Background: an optimization exercise with open tools, aiming at small area. Do not read the settings as production practice. Only simulation tests tie the RTL to the original design; equivalence was not proved. The flow treats the clock pin as an ideal source. Dropping or thinning the clock tree relies on that and would not hold on a real chip. Power is estimated from default activity; no workload was simulated.

Setup of onyx:
==> module top, before the edit <==
module top (
    input  logic clk,
    input  logic rst,
    input  logic start_i,
    input  logic stop_i,
    input  logic split_i,
    output logic[7:0] dec_cat,
    output logic[7:0] an
);
    logic [2:0] noisy;
    logic [2:0] smp, clean;
    logic [3:0] cnt [3];
    assign noisy = {split_i, stop_i, start_i};
    genvar g;
    generate
        for (g = 0; g < 3; g++) begin : deb
            always_ff @(posedge clk)
                smp[g] <= noisy[g];
            always_ff @(posedge clk) begin
                if (rst || (noisy[g] == smp[g] && &cnt[g]))
                    clean[g] <= noisy[g];
                if (rst || noisy[g] != smp[g])
                    cnt[g] <= 4'd0;
                else if (!(&cnt[g]))
                    cnt[g] <= cnt[g] + 4'd1;
            end
        end
    endgenerate
    logic [1:0] bst [3];
    logic [2:0] press;
    generate
        for (g = 0; g < 3; g++) begin : btn
            always_ff @(posedge clk) begin
                if (rst)
                    bst[g] <= 2'b00;
                else begin
                    bst[g][0] <= !bst[g][1] && (bst[g][0] || clean[g]);
                    bst[g][1] <= bst[g][0] && (bst[g][1] || !clean[g]);
                end
            end
            assign press[g] = bst[g][1] && !bst[g][0];
        end
    endgenerate
    logic run, split;
    always_ff @(posedge clk or posedge rst) begin
        if (rst)
            split <= 1'b0;
        else if (run && press[2])
            split <= !split;
    end
    always_ff @(posedge clk) begin
        if (rst)
            run <= 1'b0;
        else if (!run)
            run <= press[0];
        else if (!split && !press[2] && press[1])
            run <= 1'b0;
    end
    logic [1:0] ph;
    logic       scan_go;
    logic [5:0] c61;
    logic [1:0] k4;
    logic       blink;
    logic       tick;
    assign tick  = !ph[0];
    assign k4    = ph - c61[1:0];
    assign blink = k4[1] ^ k4[0];
    always_ff @(posedge clk) begin
        if (rst) begin
            ph      <= 2'd0;
            scan_go <= 1'b0;
            c61     <= 6'd0;
        end else begin
            ph      <= ph + 2'd1;
            scan_go <= (ph == 2'd3);
            c61     <= (&c61[5:2]) ? 6'd0 : c61 + 6'd1;
        end
    end
    logic [3:0] pre;
    logic       carry;
    assign carry = pre[3] & pre[1];
    always_ff @(posedge clk) begin
        if (rst)
            pre <= 4'd0;
        else if (tick && run)
            pre <= carry ? 4'd1 : pre + 4'd1;
    end
    logic [3:0] cs0, cs1, s0, m0, h0, h1;
    logic [2:0] s1, m1;
    logic e0, e1, e2, e3, e4, e5, e6, e7;
    function automatic logic [3:0] inc10(input logic [3:0] d);
        inc10[0] = !d[0];
        inc10[1] = (d[1] ^ d[0]) & !d[3];
        inc10[2] = d[2] ^ (d[1] & d[0]);
        inc10[3] = d[3] ? !d[0] : (d[2] & d[1] & d[0]);
    endfunction
    function automatic logic [2:0] inc6(input logic [2:0] d);
        inc6[0] = !d[0];
        inc6[1] = (d[1] ^ d[0]) & !d[2];
        inc6[2] = d[2] ? !d[0] : (d[1] & d[0]);
    endfunction
    assign e0 = tick && carry;
    assign e1 = e0 && cs0[3] && cs0[0];
    assign e2 = e1 && cs1[3] && cs1[0];
    assign e3 = e2 && s0[3]  && s0[0];
    assign e4 = e3 && s1[2]  && s1[0];
    assign e5 = e4 && m0[3]  && m0[0];
    assign e6 = e5 && m1[2]  && m1[0];
    assign e7 = e6 && h0[3]  && h0[0];
    always_ff @(posedge clk) begin
        if (rst) begin
            cs0 <= '0; cs1 <= '0; s0 <= '0; s1 <= '0;
            m0  <= '0; m1  <= '0; h0 <= '0; h1 <= '0;
        end else begin
            if (e0) cs0 <= inc10(cs0);
            if (e1) cs1 <= inc10(cs1);
            if (e2) s0  <= inc10(s0);
            if (e3) s1  <= inc6(s1);
            if (e4) m0  <= inc10(m0);
            if (e5) m1  <= inc6(m1);
            if (e6) h0  <= inc10(h0);
            if (e7) h1  <= inc10(h1);
        end
    end
    logic [3:0] dcs0, dcs1, ds0, dm0, dh0, dh1;
    logic [2:0] ds1, dm1;
    always_ff @(posedge clk or posedge rst) begin
        if (rst)
            dh1 <= '0;
        else if (tick && !split)
            dh1 <= h1;
    end
    always_ff @(posedge clk) begin
        if (tick && !split) begin
            dcs0 <= cs0; dcs1 <= cs1; ds0 <= s0; ds1 <= s1;
            dm0  <= m0;  dm1  <= m1;  dh0 <= h0;
        end
    end
    logic [2:0] sel;
    always_ff @(posedge clk or posedge rst) begin
        if (rst)
            sel <= 3'd0;
        else if (scan_go)
            sel <= sel + 3'd1;
    end
    logic       lit;
    logic [3:0] digit;
    logic [6:0] seg;
    assign lit = !split || blink;
    always_comb begin
        case (sel)
            3'd0:    digit = dh1;
            3'd1:    digit = dh0;
            3'd2:    digit = {1'b0, dm1};
            3'd3:    digit = dm0;
            3'd4:    digit = {1'b0, ds1};
            3'd5:    digit = ds0;
            3'd6:    digit = dcs1;
            default: digit = dcs0;
        endcase
    end
    logic A, B, C, D;
    assign {A, B, C, D} = digit;
    assign seg = ~{A | (B ^ C) | (C & !D),
                   A | (!C & !D) | (B & !C) | (B & !D),
                   (!B & !D) | (C & !D),
                   A | (!B & !D) | (!B & C) | (C & !D) | (B & !C & D),
                   B | !C | D,
                   !B | !(C ^ D),
                   A | C | !(B ^ D)};
    assign dec_cat = {seg, !(lit && sel[0] && sel != 3'd7)};
    assign an      = lit ? ~(8'b1000_0000 >> sel) : 8'hFF;
endmodule
==> flow/config.mk <==
export PLATFORM = sky130hd
export DESIGN_NAME = top
export DESIGN_NICKNAME = top
export VERILOG_FILES = /design/flow/design.v
export SDC_FILE = /design/flow/constraint.sdc
export NUM_CORES = 4
export LEC_CHECK = 0
export CAP_MARGIN = 20
export CORE_MARGIN = 2
export CORE_UTILIZATION = 40
export SLEW_MARGIN = 20
==> flow/constraint.sdc <==
create_clock -name core_clock -period 10.0 [get_ports {clk}]
set_input_delay 2.0000 -clock core_clock [delete_from_list [all_inputs] [get_ports {clk}]]
set_output_delay 2.0000 -clock core_clock [all_outputs]
set_load 0.01 [all_outputs]
standard.sh (not shown) runs the stock make flow with config.mk's settings and CLKGATE_MAP_FILE= SYNTH_SCRIPT=/design/flow/synth_recipe.tcl, a recipe that flattens the netlist after the stock synthesis.
==> flow/flow/run.sh <==
#!/bin/bash
# Own layout flow: the standard ORFS flow (standard.sh) with these changes:
#  - synthesis: the standard script, but the combinational logic is mapped by
#    the best of several area-oriented ABC scripts (flow/synth.tcl), and no
#    half/full adder cells are extracted (ABC maps that logic too);
#  - every port still gets a buffer, but the smallest one (buf_1);
#  - clock tree: no dummy loads, small clock buffers.
# make's full output goes to flow.log in the work folder; ORFS keeps each
# step's own log under orfs/logs/.
set -euo pipefail
cd "$(dirname "$0")/.."
bash standard.sh \
  SYNTH_SCRIPT="$PWD/flow/synth.tcl" \
  ADDER_MAP_FILE= \
  "BUFFER_PORTS_ARGS=-buffer_cell sky130_fd_sc_hd__buf_1" \
  "CTS_ARGS=-sink_clustering_enable -repair_clock_nets -dont_use_dummy_load -sink_clustering_size 20 -sink_clustering_max_diameter 60 -buf_list sky130_fd_sc_hd__clkbuf_4 -root_buf sky130_fd_sc_hd__clkbuf_4 -tree_buf sky130_fd_sc_hd__clkbuf_4" \
  "POST_CTS_TCL=$PWD/flow/post_cts.tcl" \
  finish > flow.log 2>&1
Other scripts of this flow, unchanged in this note and not shown: flow/flow/abc1.script, flow/flow/abc10.script, flow/flow/abc11.script, flow/flow/abc12.script, flow/flow/abc13.script, flow/flow/abc14.script, flow/flow/abc15.script, flow/flow/abc2.script, flow/flow/abc3.script, flow/flow/abc4.script, flow/flow/abc5.script, flow/flow/abc6.script, flow/flow/abc7.script, flow/flow/abc8.script, flow/flow/abc9.script, flow/flow/post_cts.tcl, flow/flow/synth.tcl
Relative to onyx, the following input files were edited for nickel:
--- a/flow/design.v
+++ b/flow/design.v
@@ -73,7 +73,7 @@
         end else begin
             ph      <= ph + 2'd1;
             scan_go <= (ph == 2'd3);
-            c61     <= (&c61[5:2]) ? 6'd0 : c61 + 6'd1;
+            c61     <= (c61 == 6'd60) ? 6'd0 : c61 + 6'd1;
         end
     end
     logic [3:0] pre;
--- outcome ---
nickel: PASS, flow complete, no timing, DRC or antenna violations
[nickel] total detailed-routing wirelength fell about 1% relative to onyx
On area after synthesis, the lower figure sits with onyx, not nickel.
onyx → nickel: power increased 2.7%, wire length of the first global-routing pass has decreased, largest fanout on the critical path has increased.
nickel against onyx; length of routed met2 wiring is down by a few percent.
As far as number of antenna violations at the first check in global routing goes, nickel and onyx are indistinguishable; the numbers are identical.
In every run of this note, the design's own scripts or RTL, not TritonCTS, make the clock network.

---

Setup of alpha:
Another version of the RTL of top (not shown whole).
Size in the first run: ~350 cells after synthesis, about 21 I/O pins.
==> module top, before the edit <==
module top (
    input  logic clk,
    input  logic rst,
    input  logic start_i,
    input  logic stop_i,
    input  logic split_i,
    output logic[7:0] dec_cat,
    output logic[7:0] an
);
    logic [2:0] noisy;
    logic [2:0] smp, clean;
    logic [3:0] cnt [3];
    assign noisy = {split_i, stop_i, start_i};
    genvar g;
    generate
        for (g = 0; g < 3; g++) begin : deb
            always_ff @(posedge clk)
                smp[g] <= noisy[g];
            always_ff @(posedge clk) begin
                if (rst || (noisy[g] == smp[g] && &cnt[g]))
                    clean[g] <= noisy[g];
                if (rst || noisy[g] != smp[g])
                    cnt[g] <= 4'd0;
                else if (!(&cnt[g]))
                    cnt[g] <= cnt[g] + 4'd1;
            end
        end
    endgenerate
    logic [1:0] bst [3];
    logic [2:0] press;
    generate
        for (g = 0; g < 3; g++) begin : btn
            always_ff @(posedge clk or posedge rst) begin
                if (rst)
                    bst[g] <= 2'b00;
                else begin
                    bst[g][0] <= !bst[g][1] && (bst[g][0] || clean[g]);
                    bst[g][1] <= bst[g][0] && (bst[g][1] || !clean[g]);
                end
            end
            assign press[g] = bst[g][1] && !bst[g][0];
        end
    endgenerate
    logic run, split;
    always_ff @(posedge clk or posedge rst) begin
        if (rst) begin
            run   <= 1'b0;
            split <= 1'b0;
        end else if (!run) begin
            if (press[0]) run <= 1'b1;
        end else if (split) begin
            if (press[2]) split <= 1'b0;
        end else if (press[2])
            split <= 1'b1;
        else if (press[1])
            run <= 1'b0;
    end
    logic [1:0] ph;
    logic       scan_go;
    logic [5:0] c61;
    logic [1:0] k4;
    logic       blink;
    logic       tick;
    assign tick  = !ph[0];
    assign k4    = ph - c61[1:0];
    assign blink = k4[1] ^ k4[0];
    always_ff @(posedge clk or posedge rst) begin
        if (rst) begin
            ph      <= 2'd0;
            scan_go <= 1'b0;
            c61     <= 6'd0;
        end else begin
            ph      <= ph + 2'd1;
            scan_go <= (ph == 2'd3);
            c61     <= (c61 == 6'd60) ? 6'd0 : c61 + 6'd1;
        end
    end
    logic [3:0] pre;
    logic       carry;
    assign carry = pre[3] & pre[1];
    always_ff @(posedge clk or posedge rst) begin
        if (rst)
            pre <= 4'd0;
        else if (tick && run)
            pre <= carry ? 4'd1 : pre + 4'd1;
    end
    logic [3:0] cs0, cs1, s0, m0, h0, h1;
    logic [2:0] s1, m1;
    logic e0, e1, e2, e3, e4, e5, e6, e7;
    function automatic logic [3:0] inc10(input logic [3:0] d);
        inc10[0] = !d[0];
        inc10[1] = (d[1] ^ d[0]) & !d[3];
        inc10[2] = d[2] ^ (d[1] & d[0]);
        inc10[3] = d[3] ? !d[0] : (d[2] & d[1] & d[0]);
    endfunction
    function automatic logic [2:0] inc6(input logic [2:0] d);
        inc6[0] = !d[0];
        inc6[1] = (d[1] ^ d[0]) & !d[2];
        inc6[2] = d[2] ? !d[0] : (d[1] & d[0]);
    endfunction
    assign e0 = tick && carry;
    assign e1 = e0 && cs0[3] && cs0[0];
    assign e2 = e1 && cs1[3] && cs1[0];
    assign e3 = e2 && s0[3]  && s0[0];
    assign e4 = e3 && s1[2]  && s1[0];
    assign e5 = e4 && m0[3]  && m0[0];
    assign e6 = e5 && m1[2]  && m1[0];
    assign e7 = e6 && h0[3]  && h0[0];
    always_ff @(posedge clk or posedge rst) begin
        if (rst) begin
            cs0 <= '0; cs1 <= '0; s0 <= '0; s1 <= '0;
            m0  <= '0; m1  <= '0; h0 <= '0; h1 <= '0;
        end else begin
            if (e0) cs0 <= inc10(cs0);
            if (e1) cs1 <= inc10(cs1);
            if (e2) s0  <= inc10(s0);
            if (e3) s1  <= inc6(s1);
            if (e4) m0  <= inc10(m0);
            if (e5) m1  <= inc6(m1);
            if (e6) h0  <= inc10(h0);
            if (e7) h1  <= inc10(h1);
        end
    end
    logic [3:0] dcs0, dcs1, ds0, dm0, dh0, dh1;
    logic [2:0] ds1, dm1;
    always_ff @(posedge clk or posedge rst) begin
        if (rst) begin
            dcs0 <= '0; dcs1 <= '0; ds0 <= '0; ds1 <= '0;
            dm0  <= '0; dm1  <= '0; dh0 <= '0; dh1 <= '0;
        end else if (tick && !split) begin
            dcs0 <= cs0; dcs1 <= cs1; ds0 <= s0; ds1 <= s1;
            dm0  <= m0;  dm1  <= m1;  dh0 <= h0; dh1 <= h1;
        end
    end
    logic [2:0] sel;
    always_ff @(posedge clk or posedge rst) begin
        if (rst)
            sel <= 3'd0;
        else if (scan_go)
            sel <= sel + 3'd1;
    end
    logic       lit;
    logic [3:0] digit;
    logic [6:0] seg;
    assign lit = !split || blink;
    always_comb begin
        case (sel)
            3'd0:    digit = dh1;
            3'd1:    digit = dh0;
            3'd2:    digit = {1'b0, dm1};
            3'd3:    digit = dm0;
            3'd4:    digit = {1'b0, ds1};
            3'd5:    digit = ds0;
            3'd6:    digit = dcs1;
            default: digit = dcs0;
        endcase
    end
    logic A, B, C, D;
    assign {A, B, C, D} = digit;
    assign seg = ~{A | (B ^ C) | (C & !D),
                   A | (!C & !D) | (B & !C) | (B & !D),
                   (!B & !D) | (C & !D),
                   A | (!B & !D) | (!B & C) | (C & !D) | (B & !C & D),
                   B | !C | D,
                   !B | !(C ^ D),
                   A | C | !(B ^ D)};
    assign dec_cat = {seg, !(lit && sel[0] && sel != 3'd7)};
    assign an      = lit ? ~(8'b1000_0000 >> sel) : 8'hFF;
endmodule
clock: 10.0 ns
lec_check: 0
cap_margin: 20
core_margin: 2
core_utilization: 40
slew_margin: 20
Scripts as last shown in full above: flow/flow/run.sh
Other scripts of this flow, unchanged in this note and not shown: flow/flow/abc1.script, flow/flow/abc10.script, flow/flow/abc11.script, flow/flow/abc2.script, flow/flow/abc3.script, flow/flow/abc4.script, flow/flow/abc5.script, flow/flow/abc6.script, flow/flow/abc7.script, flow/flow/abc8.script, flow/flow/abc9.script, flow/flow/post_cts.tcl, flow/flow/synth.tcl
Setup changes, alpha to beta
--- a/flow/design.v
+++ b/flow/design.v
@@ -27,47 +27,48 @@
         end
     endgenerate
     logic [1:0] bst [3];
     logic [2:0] press;
     generate
         for (g = 0; g < 3; g++) begin : btn
-            always_ff @(posedge clk or posedge rst) begin
+            always_ff @(posedge clk) begin
                 if (rst)
                     bst[g] <= 2'b00;
                 else begin
                     bst[g][0] <= !bst[g][1] && (bst[g][0] || clean[g]);
                     bst[g][1] <= bst[g][0] && (bst[g][1] || !clean[g]);
                 end
             end
             assign press[g] = bst[g][1] && !bst[g][0];
         end
     endgenerate
     logic run, split;
     always_ff @(posedge clk or posedge rst) begin
-        if (rst) begin
-            run   <= 1'b0;
+        if (rst)
             split <= 1'b0;
-        end else if (!run) begin
-            if (press[0]) run <= 1'b1;
-        end else if (split) begin
-            if (press[2]) split <= 1'b0;
-        end else if (press[2])
-            split <= 1'b1;
-        else if (press[1])
+        else if (run && press[2])
+            split <= !split;
+    end
+    always_ff @(posedge clk) begin
+        if (rst)
+            run <= 1'b0;
+        else if (!run)
+            run <= press[0];
+        else if (!split && !press[2] && press[1])
             run <= 1'b0;
     end
     logic [1:0] ph;
     logic       scan_go;
     logic [5:0] c61;
     logic [1:0] k4;
     logic       blink;
     logic       tick;
     assign tick  = !ph[0];
     assign k4    = ph - c61[1:0];
     assign blink = k4[1] ^ k4[0];
-    always_ff @(posedge clk or posedge rst) begin
+    always_ff @(posedge clk) begin
         if (rst) begin
             ph      <= 2'd0;
             scan_go <= 1'b0;
             c61     <= 6'd0;
         end else begin
             ph      <= ph + 2'd1;
@@ -75,13 +76,13 @@
             c61     <= (c61 == 6'd60) ? 6'd0 : c61 + 6'd1;
         end
     end
     logic [3:0] pre;
     logic       carry;
     assign carry = pre[3] & pre[1];
-    always_ff @(posedge clk or posedge rst) begin
+    always_ff @(posedge clk) begin
         if (rst)
             pre <= 4'd0;
         else if (tick && run)
             pre <= carry ? 4'd1 : pre + 4'd1;
     end
     logic [3:0] cs0, cs1, s0, m0, h0, h1;
@@ -121,18 +122,21 @@
             if (e7) h1  <= inc10(h1);
         end
     end
     logic [3:0] dcs0, dcs1, ds0, dm0, dh0, dh1;
     logic [2:0] ds1, dm1;
     always_ff @(posedge clk or posedge rst) begin
-        if (rst) begin
-            dcs0 <= '0; dcs1 <= '0; ds0 <= '0; ds1 <= '0;
-            dm0  <= '0; dm1  <= '0; dh0 <= '0; dh1 <= '0;
-        end else if (tick && !split) begin
+        if (rst)
+            dh1 <= '0;
+        else if (tick && !split)
+            dh1 <= h1;
+    end
+    always_ff @(posedge clk) begin
+        if (rst || (tick && !split)) begin
             dcs0 <= cs0; dcs1 <= cs1; ds0 <= s0; ds1 <= s1;
-            dm0  <= m0;  dm1  <= m1;  dh0 <= h0; dh1 <= h1;
+            dm0  <= m0;  dm1  <= m1;  dh0 <= h0;
         end
     end
     logic [2:0] sel;
     always_ff @(posedge clk or posedge rst) begin
         if (rst)
             sel <= 3'd0;
[summary]
beta completed end to end with timing, DRC and antenna clean. On critical path depth: beta sits above alpha. Total wire length (higher): alpha. [beta] setup slack rose 96 ps relative to alpha. Relative to alpha, met2 track demand over resource has gone down in beta. On well-tap cell count: beta sits below alpha. The aggregate global-route resource usage of beta is lower than that of alpha. Re synthesized cell count: beta is 6.2% down on alpha. Taking beta as 1.0, alpha lands at 1.07 on via count. alpha has lower worst setup slack after placement than beta. Comparing alpha and beta, final critical path time including I/O delays and setup is higher on alpha.
No run of this note takes its clock network from TritonCTS; it comes from the design's own scripts or RTL.

-- afterwards: timing with drivers on the ports --
The results above use ideal ports. As a check the final layouts listed here were re-extracted and re-timed, cells and wires unchanged.
Step 1: set_driving_cell puts a clkbuf_16 on clk and a buf_2 on each other input, an assumption about the parent block.
Step 2 adds t to the input delays and takes it off the output delays; t is the mean of the earliest and latest rising clock arrival at the registers after step 1. Input paths then give back, and output paths get back, about the clock's delay inside the block.
Three values: no drivers, after step 1, after step 2; two values: the first two.
run | shift t [ns] | setup WS [ns] | slew at the worst register clock pin (ns) | worst data-port slew with drivers (ns)
onyx | 0.233 | 5.449 / 5.389 / 5.623 | 0.12 / 0.12 | 0.03
nickel | 0.233 | 5.471 / 5.411 / 5.644 | 0.12 / 0.12 | 0.03
alpha | 0.235 | 5.424 / 5.343 / 5.578 | 0.10 / 0.10 | 0.03
beta | 0.231 | 5.520 / 5.445 / 5.676 | 0.10 / 0.10 | 0.03
After both steps setup and hold are still met in every run listed.
